This design comes from an exercise in tuning for small area and a short achievable clock period on the open sky130 flow, not from production work.
No functional check of the RTL was part of any run shown here.
Power and IR drop assume default switching activity.

==> design.v <==
module abcd_output
(
	input clk,
	input rstn,
	input rx_pin_in,
	output ch_a_output, ch_b_output, ch_c_output, ch_d_output
);
	reg h2l_f1, h2l_f2;
	always @(posedge clk or negedge rstn)
		if (!rstn) begin
			h2l_f1 <= 1'b1;
			h2l_f2 <= 1'b1;
		end else begin
			h2l_f1 <= rx_pin_in;
			h2l_f2 <= h2l_f1;
		end
	wire h2l = h2l_f2 & ~h2l_f1;
	reg [3:0] st;							 
	reg [12:0] cnt;
	wire counting = (st != 4'd0) && (st <= 4'd12);
	wire bps = (cnt == 13'd2604);
	wire cnt_wrap = (cnt == 13'd5207);
	always @(posedge clk or negedge rstn)
		if (!rstn)
			cnt <= 13'd0;
		else if (counting && !cnt_wrap)
			cnt <= cnt + 1'b1;
		else
			cnt <= 13'd0;
	always @(posedge clk or negedge rstn)
		if (!rstn)
			st <= 4'd0;
		else case (st)
			4'd0, 4'd15: st <= h2l ? 4'd1 : 4'd0;
			4'd12, 4'd13, 4'd14: st <= st + 1'b1;
			default: if (bps) st <= st + 1'b1;
		endcase
	reg [7:0] rdata;
	wire sample = bps && (st >= 4'd2) && (st <= 4'd9);
	always @(posedge clk)
		if (sample)
			rdata <= {rx_pin_in, rdata[7:1]};
	wire byte_ev = (st == 4'd15);			 
	reg [1:0] cst;							 
	reg [2:0] func;							 
	reg [7:0] data_hi;
	wire [2:0] func_code =
		(rdata[7:3] == 5'b01000 && rdata[2:0] != 3'd7) ? rdata[2:0] :
		(rdata == 8'd83) ? 3'd7 : 3'd0;
	always @(posedge clk or negedge rstn)
		if (!rstn)
			cst <= 2'd0;
		else if (byte_ev)
			cst <= (cst == 2'd1) ? 2'd2 : (cst == 2'd0) ? 2'd1 : 2'd0;
	always @(posedge clk) begin
		if (byte_ev && cst == 2'd0) func <= func_code;
		if (byte_ev && cst == 2'd1) data_hi <= rdata;
	end
	wire [15:0] value = {data_hi, rdata};
	wire commit = byte_ev && (cst == 2'd2);
	localparam [31:0] DIVIDEND = 32'd50000000;
	wire [4:0] cl = cnt[4:0];
	wire [4:0] bidx = 5'd25 - (cl - 5'd22);
	wire dbit = DIVIDEND[bidx] & st[0] & st[3];
	wire rclr = (cl == 5'd21);
	reg [15:0] rem;
	reg [15:0] quo;
	wire [16:0] r2 = {rem, dbit};
	wire ge;
	wire [16:0] diff;
	sub17 u_div (.a(r2), .b(value), .ge(ge), .d(diff));
	always @(posedge clk) begin
		rem <= rclr ? 16'd0 : (ge ? diff[15:0] : r2[15:0]);
		quo <= {quo[14:0], ge};
	end
	reg [15:0] delay_a, delay_b, delay_c, delay_d, duty, frame_len, tick_len;
	wire nz = (value != 16'd0);
	always @(posedge clk or negedge rstn)
		if (!rstn) begin
			delay_a <= 16'd0;
			delay_b <= 16'd10;
			delay_c <= 16'd20;
			delay_d <= 16'd30;
			duty <= 16'd5;
			frame_len <= 16'd19264;			 
			tick_len <= 16'd50000;			 
		end else if (commit) begin
			case (func)
				3'd1: delay_a <= value;
				3'd2: delay_b <= value;
				3'd3: delay_c <= value;
				3'd4: delay_d <= value;
				3'd5: duty <= value;
				3'd6: if (nz) frame_len <= quo;
				3'd7: if (nz) tick_len <= quo;
				default: ;
			endcase
		end
	reg [15:0] fcnt, tcnt, tnum;
	reg oa, ob, oc, od;
	wire frame, tick;
	cmp_ge #(16) u_fr (.a(fcnt), .b(frame_len), .ge(frame));
	cmp_ge #(16) u_tk (.a(tcnt), .b(tick_len), .ge(tick));
	wire [15:0] fcnt_inc, tcnt_inc, tnum_inc;
	wire fcnt_co, tcnt_co, m16;
	incr #(16) u_fi (.a(fcnt), .s(fcnt_inc), .co(fcnt_co));
	incr #(16) u_ti (.a(tcnt), .s(tcnt_inc), .co(tcnt_co));
	incr #(16) u_ni (.a(tnum), .s(tnum_inc), .co(m16));	 
	wire [15:0] w;
	wire w16, wpos;
	sub17 u_w (.a({m16, tnum_inc}), .b(duty), .d({w16, w}), .ge(wpos));
	wire duty0 = ~|duty;
	wire force1 = frame | duty0;
	wire kill = force1 | ~wpos;
	wire [15:0] nb1 = ~(({16{m16}} | tnum_inc) & {16{~force1}});
	wire [15:0] nb2 = ~(({16{w16}} | w) & {16{~kill}});
	wire g1a, g1b, g1c, g1d, g2a, g2b, g2c, g2d;
	cmp_chain #(16) u_1a (.a(delay_a), .nb(nb1), .ci(1'b0), .co(g1a));
	cmp_chain #(16) u_1b (.a(delay_b), .nb(nb1), .ci(1'b0), .co(g1b));
	cmp_chain #(16) u_1c (.a(delay_c), .nb(nb1), .ci(1'b0), .co(g1c));
	cmp_chain #(16) u_1d (.a(delay_d), .nb(nb1), .ci(1'b0), .co(g1d));
	cmp_chain #(16) u_2a (.a(delay_a), .nb(nb2), .ci(kill), .co(g2a));
	cmp_chain #(16) u_2b (.a(delay_b), .nb(nb2), .ci(kill), .co(g2b));
	cmp_chain #(16) u_2c (.a(delay_c), .nb(nb2), .ci(kill), .co(g2c));
	cmp_chain #(16) u_2d (.a(delay_d), .nb(nb2), .ci(kill), .co(g2d));
	wire upd = frame | tick;
	always @(posedge clk or negedge rstn)
		if (!rstn) begin
			fcnt <= 16'd0;
			tcnt <= 16'd0;
			tnum <= 16'd0;
			oa <= 1'b0; ob <= 1'b0; oc <= 1'b0; od <= 1'b0;
		end else begin
			fcnt <= frame ? 16'd0 : tick ? fcnt : fcnt_inc;
			tcnt <= upd ? 16'd0 : tcnt_inc;
			tnum <= frame ? 16'd0 : tick ? tnum_inc : tnum;
			if (upd) begin
				oa <= ~g1a & g2a;
				ob <= ~g1b & g2b;
				oc <= ~g1c & g2c;
				od <= ~g1d & g2d;
			end
		end
	assign ch_a_output = oa;
	assign ch_b_output = ob;
	assign ch_c_output = oc;
	assign ch_d_output = od;
endmodule
module cmp_chain #(parameter N = 16)
(
	input [N-1:0] a,
	input [N-1:0] nb,
	input ci,
	output co
);
	wire [N:0] c;
	assign c[0] = ci;
	genvar i;
	generate for (i = 0; i < N; i = i + 1) begin : g
		assign c[i+1] = (a[i] & nb[i]) | (c[i] & (a[i] | nb[i]));
	end endgenerate
	assign co = c[N];
endmodule
module cmp_ge #(parameter N = 16)
(
	input [N-1:0] a,
	input [N-1:0] b,
	output ge
);
	cmp_chain #(N) u (.a(a), .nb(~b), .ci(1'b1), .co(ge));
endmodule
module incr #(parameter N = 16)
(
	input [N-1:0] a,
	output [N-1:0] s,
	output co
);
	wire [N:0] c;
	assign c[0] = 1'b1;
	genvar i;
	generate for (i = 0; i < N; i = i + 1) begin : g
		assign s[i] = a[i] ^ c[i];
		assign c[i+1] = a[i] & c[i];
	end endgenerate
	assign co = c[N];
endmodule
module sub_ge #(parameter N = 17)
(
	input [N-1:0] a,
	input [N-1:0] b,
	output [N-1:0] d,
	output ge
);
	wire [N:0] c;
	assign c[0] = 1'b1;
	genvar i;
	generate for (i = 0; i < N; i = i + 1) begin : g
		assign d[i] = a[i] ^ ~b[i] ^ c[i];
		assign c[i+1] = (a[i] & ~b[i]) | (c[i] & (a[i] | ~b[i]));
	end endgenerate
	assign ge = c[N];
endmodule
module sub17
(
	input [16:0] a,
	input [15:0] b,
	output [16:0] d,
	output ge
);
	sub_ge #(17) u (.a(a), .b({1'b0, b}), .d(d), .ge(ge));
endmodule
==> run.sh <==
#!/bin/bash
# synth_recipe.tcl (not shown) runs the flow's synth.tcl, then flattens the netlist and writes it again
# the make line also repeats each setting of config.mk as NAME=value (left out here)
make -C /OpenROAD-flow-scripts/flow DESIGN_CONFIG=/design/flow/config.mk WORK_HOME=/design/flow/orfs CLKGATE_MAP_FILE= SYNTH_SCRIPT=/design/flow/synth_recipe.tcl finish
==> config.mk <==
export PLATFORM = sky130hd
export DESIGN_NAME = abcd_output
export DESIGN_NICKNAME = abcd_output
export VERILOG_FILES = /design/flow/design.v
export SDC_FILE = /design/flow/constraint.sdc
export NUM_CORES = 4
export LEC_CHECK = 0
export ABC_AREA = 1
export CAP_MARGIN = 20
export CORE_MARGIN = 2
export CORE_UTILIZATION = 60
export SLEW_MARGIN = 20
==> constraint.sdc <==
create_clock -name core_clock -period 110.0 [get_ports {clk}]
set_input_delay 22.0000 -clock core_clock [delete_from_list [all_inputs] [get_ports {clk}]]
set_output_delay 22.0000 -clock core_clock [all_outputs]
set_load 0.01 [all_outputs]
==> summary.txt, run 1 <==
#FFs+latches synth=236; Max-slew headroom=slightly below 40%; Crit path max-delay family=buffers and inverters; pin count of the biggest net entering global routing=between 100 and 150; CP Capture Type=output pin; DRT iter0 DRCs=543; Starting Density=about three fifths; Storage cell area=0.00587 mm2; IO Pins=7; Pwr Density=about 16 mW/mm2; Period Utilization, post-route=approximately a fifth; CTS clk-pin slew, worst paths=about 0.060 ns; multi-input combinational cell area=roughly 0.0056 mm2; clk_skew=roughly 0.014 ns; overall routed net length=27.2 mm; Fin Setup TNS=0 ns; Final min period=between 20 and 25 ns; status=complete, no violations; Max Slew Vio Count=0; Post-Route M1 WL=~13 mm; DR vias/cell=between 5 and 6; layout cell share with drive strength beyond 1=6.56%; Ant. Diodes=0; Layout Cells excl Fill=approximately 1,800; Pre-Repair DR Iteration Count=5; CP Class=reg2out; vias in the first global route=slightly below 10,000; number of clock sinks=~240; CTS tree=yes; worst-path cell chain=clkdlybuf4s50_1; # hold bufs at CTS=0; largest cells by area after synthesis=dfrtp_1 (33%), nand2_1 (13%), inv_1 (6.8%); fmax=42.7 MHz; Worst Path Arrival=~1.4 ns; cell accounting for the most synthesized area=dfrtp_1; syn nets=~1,600; initial antenna violation count=0; CP Buf/Inv Count=1; # Post-CTS Setup Buffers=0; worst-path fanout max=2; final setup fails=0; Post-route DRC=0; routability congestion estimate=just under 0.9; RSZ-0062 raised after global routing=no; Synthesis Warnings=1; grt ovf=0; cell area after synthesis=between 0.01 and 0.015 mm2; Final Cell Area=around 0.014 mm2; ys flop type=dfrtp_1; final-report hold violation count=0; Pleak=roughly 0.0064 uW; share of Yosys cell area claimed by the top area cell type=between 30% and 40%; Seq/Total Area, Yosys=a little under half; worst vdd ir=roughly 21 uV; Max Cap Viol=0; site row count=52; final worst slack=between 80 and 90 ns; FF-to-FF path depth=45; Die Y-Extent=around 150 um; wire length per cell=between 15 and 20 um; Post-synth EDFFs=19; post-route ant nets=0; TritonCTS Buffers=25; H-tree depth=1; met2 WL post-DR=12.7 mm; via count=9,663; DR top layer=met4; global-route wire length before repair=between 40 and 50 mm; I/O Buffers=6; Slew @ Worst Pin=0.919 ns; filler instances=approximately 1,800; final worst hold slack=about 0.35 ns; post-DP HPWL=around 19 mm; Die Wd=~150 um; commonest cells after routing, fill and taps aside=nand2_1 (436), inv_1 (226), dfrtp_1 (162); worst-case clock buffer depth=3; CTS resizes=0; Mapped Cells=about 1,500; number of cells on the critical path=1; Cells after DPL=between 1,500 and 2,000; Total Die Area=between 0.02 and 0.025 mm2; most common cell after layout, fill and taps aside=nand2_1; Min-Delay Path Depth=0; Crit path required time=just under 90 ns; Critical Path Slowest Stage Cell=clkdlybuf4s50_1; worst slack at placement=between 80 and 90 ns; Area growth, synth to finish=9.76%; Startpoint Class=flop; All-Layer GR Usage=a little over a quarter; worst skew pair latency=~0.52 ns; Worst Hold Class=reg2reg; ys async rst share=~78%; max incr delay on CP=approximately 0.53 ns; Post-DP Area=approximately 0.013 mm2; met3 routed WL=between 1 and 1.5 mm; core area=a little over 0.02 mm2; Root Driver=clkbuf_16; nets=roughly 1,600; count of cell types in the netlist=50; Avg Inst Size Synth=approximately 8.3 um2
-- routing by layer --
layer / track usage [%] / up-vias
met5: 0 / -
met4: 6.19 / 0
met1: 37.8 / 4595
met3: 3.56 / 36
li1: - / 4857
met2: 43.1 / 175
-- cell usage after synthesis, types with 21 or more instances --
library cell,count
a21oi_1,35
clkbuf_1,33
dfrtp_1,162
dfstp_2,23
dfxtp_1,32
fa_1,30
ha_1,55
inv_1,227
nand2_1,437
nand3_1,50
nor2_1,71
o21ai_0,156
o21ai_1,21
o22ai_1,21
-- layout make-up --
| type | count | share of cell area [%] |
|---|---|---|
| Clock buffer | 37 | 5.20 |
| Clock inverter | 8 | 1.01 |
| Inverter | 231 | 6.36 |
| Multi-Input combinational cell | 1000 | 41.2 |
| Sequential cell | 236 | 42.9 |
| Tap cell | 270 | 2.47 |
| Timing Repair Buffer | 12 | 0.851 |
-- sequential cells by signal, summed over array words and instances (netlist names), 2 cells and up --
signal	count
rem	16
tcnt	16
rdata	8
fcnt	16
delay_b	16
data_hi	8
delay_d	16
func	3
delay_a	16
cnt	13
cst	2
quo	16
frame_len	16
delay_c	16
st	4
tick_len	16
tnum	16
duty	16
-- power by group --
group / switching, uW / internal [uW] / total [uW]
Clock: 33.9 / 53.8 / 87.7
Combinational: 18.2 / 9.83 / 28.0
Sequential: 3.53 / 94.9 / 98.5
-- cell families after synthesis --
logic type                 share of synthesized area [%]
buffers and inverters                               8.03
xor gates and xnor gates                           0.211
and+or+nand+nor                                     20.4
adders and majority gates                           11.5
AOI/OAI and AO/OA                                   12.7
DFF                                                 47.1
-- final timing paths --
| kind | from | end | slack [ns] |
|---|---|---|---|
| hold / removal | quo[5]$_DFF_P_ | quo[6]$_DFF_P_ | 0.35 |
| max in group asynchronous | rstn | delay_a[2]$_DFFE_PN0P_ | 87.18 |
| hold reg to reg | quo[5]$_DFF_P_ | quo[6]$_DFF_P_ | 0.35 |
| min in group asynchronous | rstn | tcnt[6]$_DFF_PN0_ | 21.57 |
| setup / recovery | od$_DFFE_PN0N_ | ch_d_output | 86.61 |
| setup reg to reg | tnum[0]$_DFFE_PN0N_ | oc$_DFFE_PN0N_ | 99.80 |
-- per-stage QoR --
stage          utilization (%)  power [uW]
2_1_floorplan                -         120
3_3_place_gp              62.9         127
3_5_place_dp              63.0         128
4_1_cts                   67.2         216
5_1_grt                   67.4         225
6_report                  67.4         214
==> run 2, diff against run 1 <==
--- a/config.mk
+++ b/config.mk
@@ -10,3 +10,5 @@
 export CORE_MARGIN = 2
 export CORE_UTILIZATION = 60
+export CTS_BUF_LIST = sky130_fd_sc_hd__clkbuf_4
+export CTS_CLUSTER_SIZE = 30
 export SLEW_MARGIN = 20
==> run 2 against run 1 <==
Effect of this change: still clean on timing, DRC and antenna; synthesized cell count unchanged; final area rose by 0.19%; register-to-register slack improved by 0.02 ns; hold slack worse by 0.0019 ns; clock power down 6.3%.
==> summary.txt, run 2 <==
cell area after synthesis=around 0.012 mm2; final setup fails=0; initial antenna violation count=1; wire length per cell=14.6 um; syn nets=between 1,500 and 2,000; share of Yosys cell area claimed by the top area cell type=between 30% and 40%; layout cell share with drive strength beyond 1=between 10 and 15%; Layout Cells excl Fill=approximately 1,900; Worst Path Arrival=1.53 ns; CTS resizes=0; most common cell after layout, fill and taps aside=nand2_1; max incr delay on CP=~0.53 ns; Seq/Total Area, Yosys=47.1%; Root Driver=clkbuf_4; worst-path fanout max=2; worst-case clock buffer depth=3; Period Utilization, post-route=a little over a fifth; Total Die Area=approximately 0.022 mm2; Die Wd=148 um; Slew @ Worst Pin=~0.91 ns; Post-synth EDFFs=19; Die Y-Extent=148 um; clk_skew=approximately 0.037 ns; CTS clk-pin slew, worst paths=0.07 ns; global-route wire length before repair=between 40 and 50 mm; routability congestion estimate=0.866; Max-slew headroom=39.5%; nets=about 1,600; flop-to-flop setup slack=about 100 ns; Crit path required time=just under 90 ns; final-report hold violation count=0; worst-path cell chain=clkdlybuf4s50_1; pin count of the biggest net entering global routing=~110; vias in the first global route=~9,900; worst vdd ir=13.0 uV; min-delay src=quo[7]$_DFF_P_; CTS tree=yes; core area=between 0.02 and 0.025 mm2; Min-Delay Path Depth=0; # Post-CTS Setup Buffers=0; Starting Density=between 60% and 70%; FF-to-FF path depth=45; CP Class=reg2out; DR vias/cell=approximately 5.3; RSZ-0062 raised after global routing=no; Avg Inst Size Synth=about 8.3 um2; cell accounting for the most synthesized area=dfrtp_1; TritonCTS Buffers=66; # hold bufs at CTS=0; H-tree depth=3; post-DP HPWL=approximately 19 mm; Area growth, synth to finish=9.97%; Startpoint Class=flop; overall routed net length=around 27 mm; Post-route DRC=0; grt ovf=0; CP Buf/Inv Count=1; Max Slew Vio Count=0; Critical Path Slowest Stage Cell=clkdlybuf4s50_1; status=complete, no violations; Pwr Density=roughly 15 mW/mm2; Fin Setup TNS=0 ns; #FFs+latches synth=about 240; worst slack at placement=86.19 ns; Cells after DPL=between 1,500 and 2,000; ys async rst share=about four fifths; via count=around 10,000; top cells by count, synth=nand2_1 (437), inv_1 (227), dfrtp_1 (162), o21ai_0 (156), nor2_1 (71); Pre-Repair DR Iteration Count=5; final worst slack=between 80 and 90 ns; fmax=~42 MHz; commonest cells after routing, fill and taps aside=nand2_1 (436), inv_1 (226), dfrtp_1 (162); DRT iter0 DRCs=roughly 640; worst r2r dst=oc$_DFFE_PN0N_; site row count=52; Max Cap Viol=0; Worst Hold Class=reg2reg; Worst R2R Start=tnum[0]$_DFFE_PN0N_; Mapped Cells=1,502; Pleak=around 0.0065 uW; IO Pins=7; Crit path max-delay family=buffers and inverters; post-route ant nets=0; Final min period=23.53 ns; most frequent cell after synthesis=nand2_1; All-Layer GR Usage=26.9%; worst skew pair latency=around 0.66 ns; largest cells by area after synthesis=dfrtp_1 (33%), nand2_1 (13%), inv_1 (6.8%); CP Capture Type=output pin; ys flop type=dfrtp_1; Synthesis Warnings=1; Worst Hold End=quo[8]$_DFF_P_; I/O Buffers=6; count of cell types in the netlist=50; number of clock sinks=around 240
run 2: worst max-delay path by stage:
| stage | from | end | slack, ns | depth (start not counted) |
|---|---|---|---|---|
| after global placement | rstn | delay_a[4]$_DFFE_PN0P_ | 86.22 | 2 |
| after floorplan | oa$_DFFE_PN0N_ | ch_a_output | 87.62 | 0 |
| after global routing | od$_DFFE_PN0N_ | ch_d_output | 86.39 | 1 |
| after detailed placement | rstn | delay_a[3]$_DFFE_PN0P_ | 86.19 | 2 |
| final | od$_DFFE_PN0N_ | ch_d_output | 86.47 | 1 |
| after CTS | ob$_DFFE_PN0N_ | ch_b_output | 86.41 | 1 |
run 2: kinds of logic after synthesis:
group / count (synthesis) / synth area share (%)
and+or+nand+nor: 619 / 20.4
AOI/OAI and AO/OA: 280 / 12.7
buffers and inverters: 266 / 8.03
DFF: 236 / 47.1
adders and majority gates: 98 / 11.5
xor gates and xnor gates: 3 / 0.211
run 2: power breakdown:
group          internal (uW)  switching, uW  total (uW)
registers               94.9           3.58        98.5
logic                   9.77           18.0        27.8
clock network           44.8           37.4        82.2
run 2: metrics by stage:
step / area (um2) / power, uW / hold WS (ns) / util (%)
final: 13700 / 208 / 0.349 / 67.5
after global routing: 13700 / 221 / 0.360 / 67.5
after CTS: 13700 / 211 / 0.342 / 67.3
after detailed placement: 12800 / 128 / 0.336 / 63.0
after global placement: 12800 / 127 / 0.333 / 62.9
after floorplan: 12500 / 120 / 0.331 / -
run 2: metal layers:
layer / global-route usage (%) / up-vias / part of all wire (%)
li1: - / 4983 / -
met1: 38.0 / 4657 / 47
met2: 42.9 / 183 / 47
met3: 4.33 / 47 / 4.3
met4: 9.00 / 0 / 2.0
met5: 0 / - / 0
run 2: cell type report:
class	instances	area, um2
Clock buffer	102	766
Inverter	231	870
Multi-Input combinational cell	1000	5630
Antenna cell	1	2.50
Tap cell	270	338
Clock inverter	19	106
Timing Repair Buffer	12	116
Fill cell	1806	6600
Sequential cell	236	5870
run 2: worst reg2reg max path, delay by kind of cell (launching register included):
kind            cells  cell delay [ns]
simple gates       13             0.90
buf+inv             4             0.38
fa+ha+maj          20             7.56
flops               1             0.43
compound gates      8             0.81
==> run 3, diff against run 2 <==
--- a/config.mk
+++ b/config.mk
@@ -10,5 +10,5 @@
 export CORE_MARGIN = 2
 export CORE_UTILIZATION = 60
-export CTS_BUF_LIST = sky130_fd_sc_hd__clkbuf_4
-export CTS_CLUSTER_SIZE = 30
+export CTS_BUF_LIST = sky130_fd_sc_hd__clkbuf_8
+export CTS_CLUSTER_SIZE = 40
 export SLEW_MARGIN = 20
==> run 3 against run 2 <==
Effect of this change: still clean on timing, DRC and antenna; hold slack improved by 0.0018 ns; sequential cell count did not move; first-iteration DRC count decreased by 5.0%; cell count shrank 2.4%; count of clock-buffer cells in the layout decreased by 47; sequential power about the same; non-clock buffer count grew 1; die area is the same; largest cell class unchanged.
==> summary.txt, run 3 <==
pin count of the biggest net entering global routing=around 110; Avg Inst Size Synth=between 8 and 9 um2; syn nets=1,590; Final Cell Area=around 0.014 mm2; Final Core Density=a little under 70%; multi-input combinational cell area=0.00563 mm2; via count=approximately 9,700; IO Pins=7; M2 GR Usage=between 40% and 50%; cell accounting for the most synthesized area=dfrtp_1; Critical Path Slowest Stage Cell=clkdlybuf4s50_1; # hold bufs at CTS=0; met1 Use GR=a little under two fifths; Storage cell area=~0.006 mm2; Startpoint Class=flop; Final min period=~23 ns; vias in the first global route=approximately 9,700; Max Cap Viol=0; max incr delay on CP=approximately 0.53 ns; # Post-CTS Setup Buffers=0; Post-DP Area=roughly 0.013 mm2; CTS resizes=0; routability congestion estimate=about 0.87; core area=approximately 0.020 mm2; final-report hold violation count=0; Crit path max-delay family=buffers and inverters; Starting Density=roughly three fifths; nets=roughly 1,600; H-tree depth=2; worst vdd ir=15.0 uV; Pleak=about 0.0065 uW; CP Capture Type=output pin; CTS clk-pin slew, worst paths=0.07 ns; fmax=around 43 MHz; DR vias/cell=around 5.3; worst-path cell chain=clkdlybuf4s50_1; initial antenna violation count=0; global-route wire length before repair=between 40 and 50 mm; worst skew pair latency=around 0.54 ns; I/O Buffers=6; layout cell share with drive strength beyond 1=slightly above 8%; NetSw=slightly below 60 uW; final setup fails=0; Die Wd=about 150 um; Total Die Area=about 0.022 mm2; post-DP HPWL=between 15 and 20 mm; DRT iter0 DRCs=about 600; Worst Path Arrival=between 1 and 1.5 ns; grt ovf=0; final worst slack=between 80 and 90 ns; Fin Setup TNS=0 ns; Comb pwr share=between 10% and 20%; Area growth, synth to finish=10.5%; Synthesis Warnings=1; Pwr Density=roughly 16 mW/mm2; commonest cells after routing, fill and taps aside=nand2_1 (436), inv_1 (234), dfrtp_1 (162); TritonCTS Buffers=42; Root Driver=clkbuf_8; Post-route DRC=0; worst slack at placement=86.19 ns; worst-path fanout max=2; Flop pwr share=roughly 46%; Ant. Diodes=0; most common cell after layout, fill and taps aside=nand2_1; final worst hold slack=roughly 0.35 ns; ys async rst share=between 70% and 80%; CP Buf/Inv Count=1; top cells by count, synth=nand2_1 (437), inv_1 (227), dfrtp_1 (162), o21ai_0 (156), nor2_1 (71); Post-synth EDFFs=19; Worst Hold Class=reg2reg; share of Yosys cell area claimed by the top area cell type=between 30% and 40%; Mapped Cells=roughly 1,500; Max-slew headroom=roughly two fifths; #FFs+latches synth=~240; Slew @ Worst Pin=slightly above 0.9 ns; Period Utilization, post-route=around a fifth; Die Y-Extent=148 um; CTS tree=yes; worst-case clock buffer depth=3; Seq/Total Area, Yosys=47.1%; clk_skew=about 0.016 ns; post-route ant nets=0; cell area after synthesis=0.0125 mm2; count of cell types in the netlist=50; filler instances=approximately 1,800; clock share of power=about two fifths; wire length per cell=~15 um; site row count=between 50 and 60; Crit path required time=88.00 ns; status=complete, no violations; CP Class=reg2out; most frequent cell after synthesis=nand2_1; All-Layer GR Usage=between 20% and 30%; sw frac=between 20% and 30%; RSZ-0062 raised after global routing=no; Pre-Repair DR Iteration Count=5; largest cells by area after synthesis=dfrtp_1 (33%), nand2_1 (13%), inv_1 (6.8%); met3 usage=4.36%; internal power=157 uW; number of clock sinks=around 240; Max Slew Vio Count=0; overall routed net length=27.3 mm; busiest grt layer=met2; ys flop type=dfrtp_1
==> run 3: cell counts after synthesis <==
Identical to the previous run, type by type.
==> run 3: final cells by class <==
class                   count  share of cell area, %
clock buffers              55                   5.50
flip-flops and latches    236                   42.6
multi-input cells        1000                   40.9
inverters                 231                   6.32
well taps                 270                   2.45
clock inverters            22                   1.25
repair buffers             13                  0.927
==> run 3: power by group through the flow <==
stage	combinational [uW]	sequential [uW]	clock (uW)
6_report	27.7	98.6	88.4
5_1_grt	33.4	99.2	94.1
4_1_cts	27.9	98.5	90.5
3_5_place_dp	27.6	100	0
3_3_place_gp	26.7	99.8	0
2_1_floorplan	20.8	98.9	0
==> run 3: cells by family (layout without fill, tap and decap cells) <==
| group | count (synthesis) | count (layout) | synth area share [%] |
|---|---|---|---|
| xor gates and xnor gates | 3 | 3 | 0.211 |
| adders and majority gates | 98 | 98 | 11.5 |
| AOI/OAI and AO/OA | 280 | 280 | 12.7 |
| and+or+nand+nor | 619 | 619 | 20.4 |
| buffers and inverters | 266 | 321 | 8.03 |
| DFF | 236 | 236 | 47.1 |
==> run 3: final timing paths <==
check,end,startpoint,cells past startpoint,slack [ns]
max in group asynchronous,frame_len[1]$_DFFE_PN0P_,rstn,2,87.19
worst min register to register,quo[6]$_DFF_P_,quo[5]$_DFF_P_,0,0.35
worst max register to register,oc$_DFFE_PN0N_,tnum[0]$_DFFE_PN0N_,45,99.81
min in group asynchronous,tcnt[6]$_DFF_PN0_,rstn,1,21.53
worst min-delay path,quo[6]$_DFF_P_,quo[5]$_DFF_P_,0,0.35
worst max-delay path,ch_d_output,od$_DFFE_PN0N_,1,86.57
==> run 3: per-stage QoR <==
| step | power, uW | cells |
|---|---|---|
| final | 215 | 1827 |
| after global routing | 227 | 1827 |
| after CTS | 217 | 1826 |
| after detailed placement | 128 | 1749 |
| after global placement | 127 | 1748 |
| after floorplan | 120 | 1502 |
==> run 3: per-layer routing <==
metal | vias to the layer above | share of wire, % | wire length [um]
li1 | 4902 | - | -
met1 | 4618 | 48 | 13000
met2 | 172 | 46 | 12700
met3 | 40 | 4.2 | 1140
met4 | 0 | 1.7 | 476
met5 | - | 0 | 0

==> what the ideal ports hide <==
Ports are ideal in the flow. The routed layouts listed here were re-timed in OpenROAD. Step 1 sets driving cells, clkbuf_16 on the clock port and buf_2 on the other inputs (assumed; they add their load-dependent delay and slew). Step 2 times the ports against the registers' clock, not the clock port: input delays grow and output delays shrink by t, the midpoint of the rising clock arrivals with the driver on. a / b / c = ideal / step 1 / step 2; a / b = the first two.
run	shift t [ns]	setup slack, ns	latest minus earliest clock arrival (ns)
run 1	0.562	86.606 / 86.558 / 86.623	0.016 / 0.017
run 2	0.684	86.465 / 86.421 / 86.633	0.040 / 0.040
run 3	0.583	86.571 / 86.525 / 86.618	0.016 / 0.016
After both steps every run listed still meets setup and hold. Setup slack includes reset recovery checks.
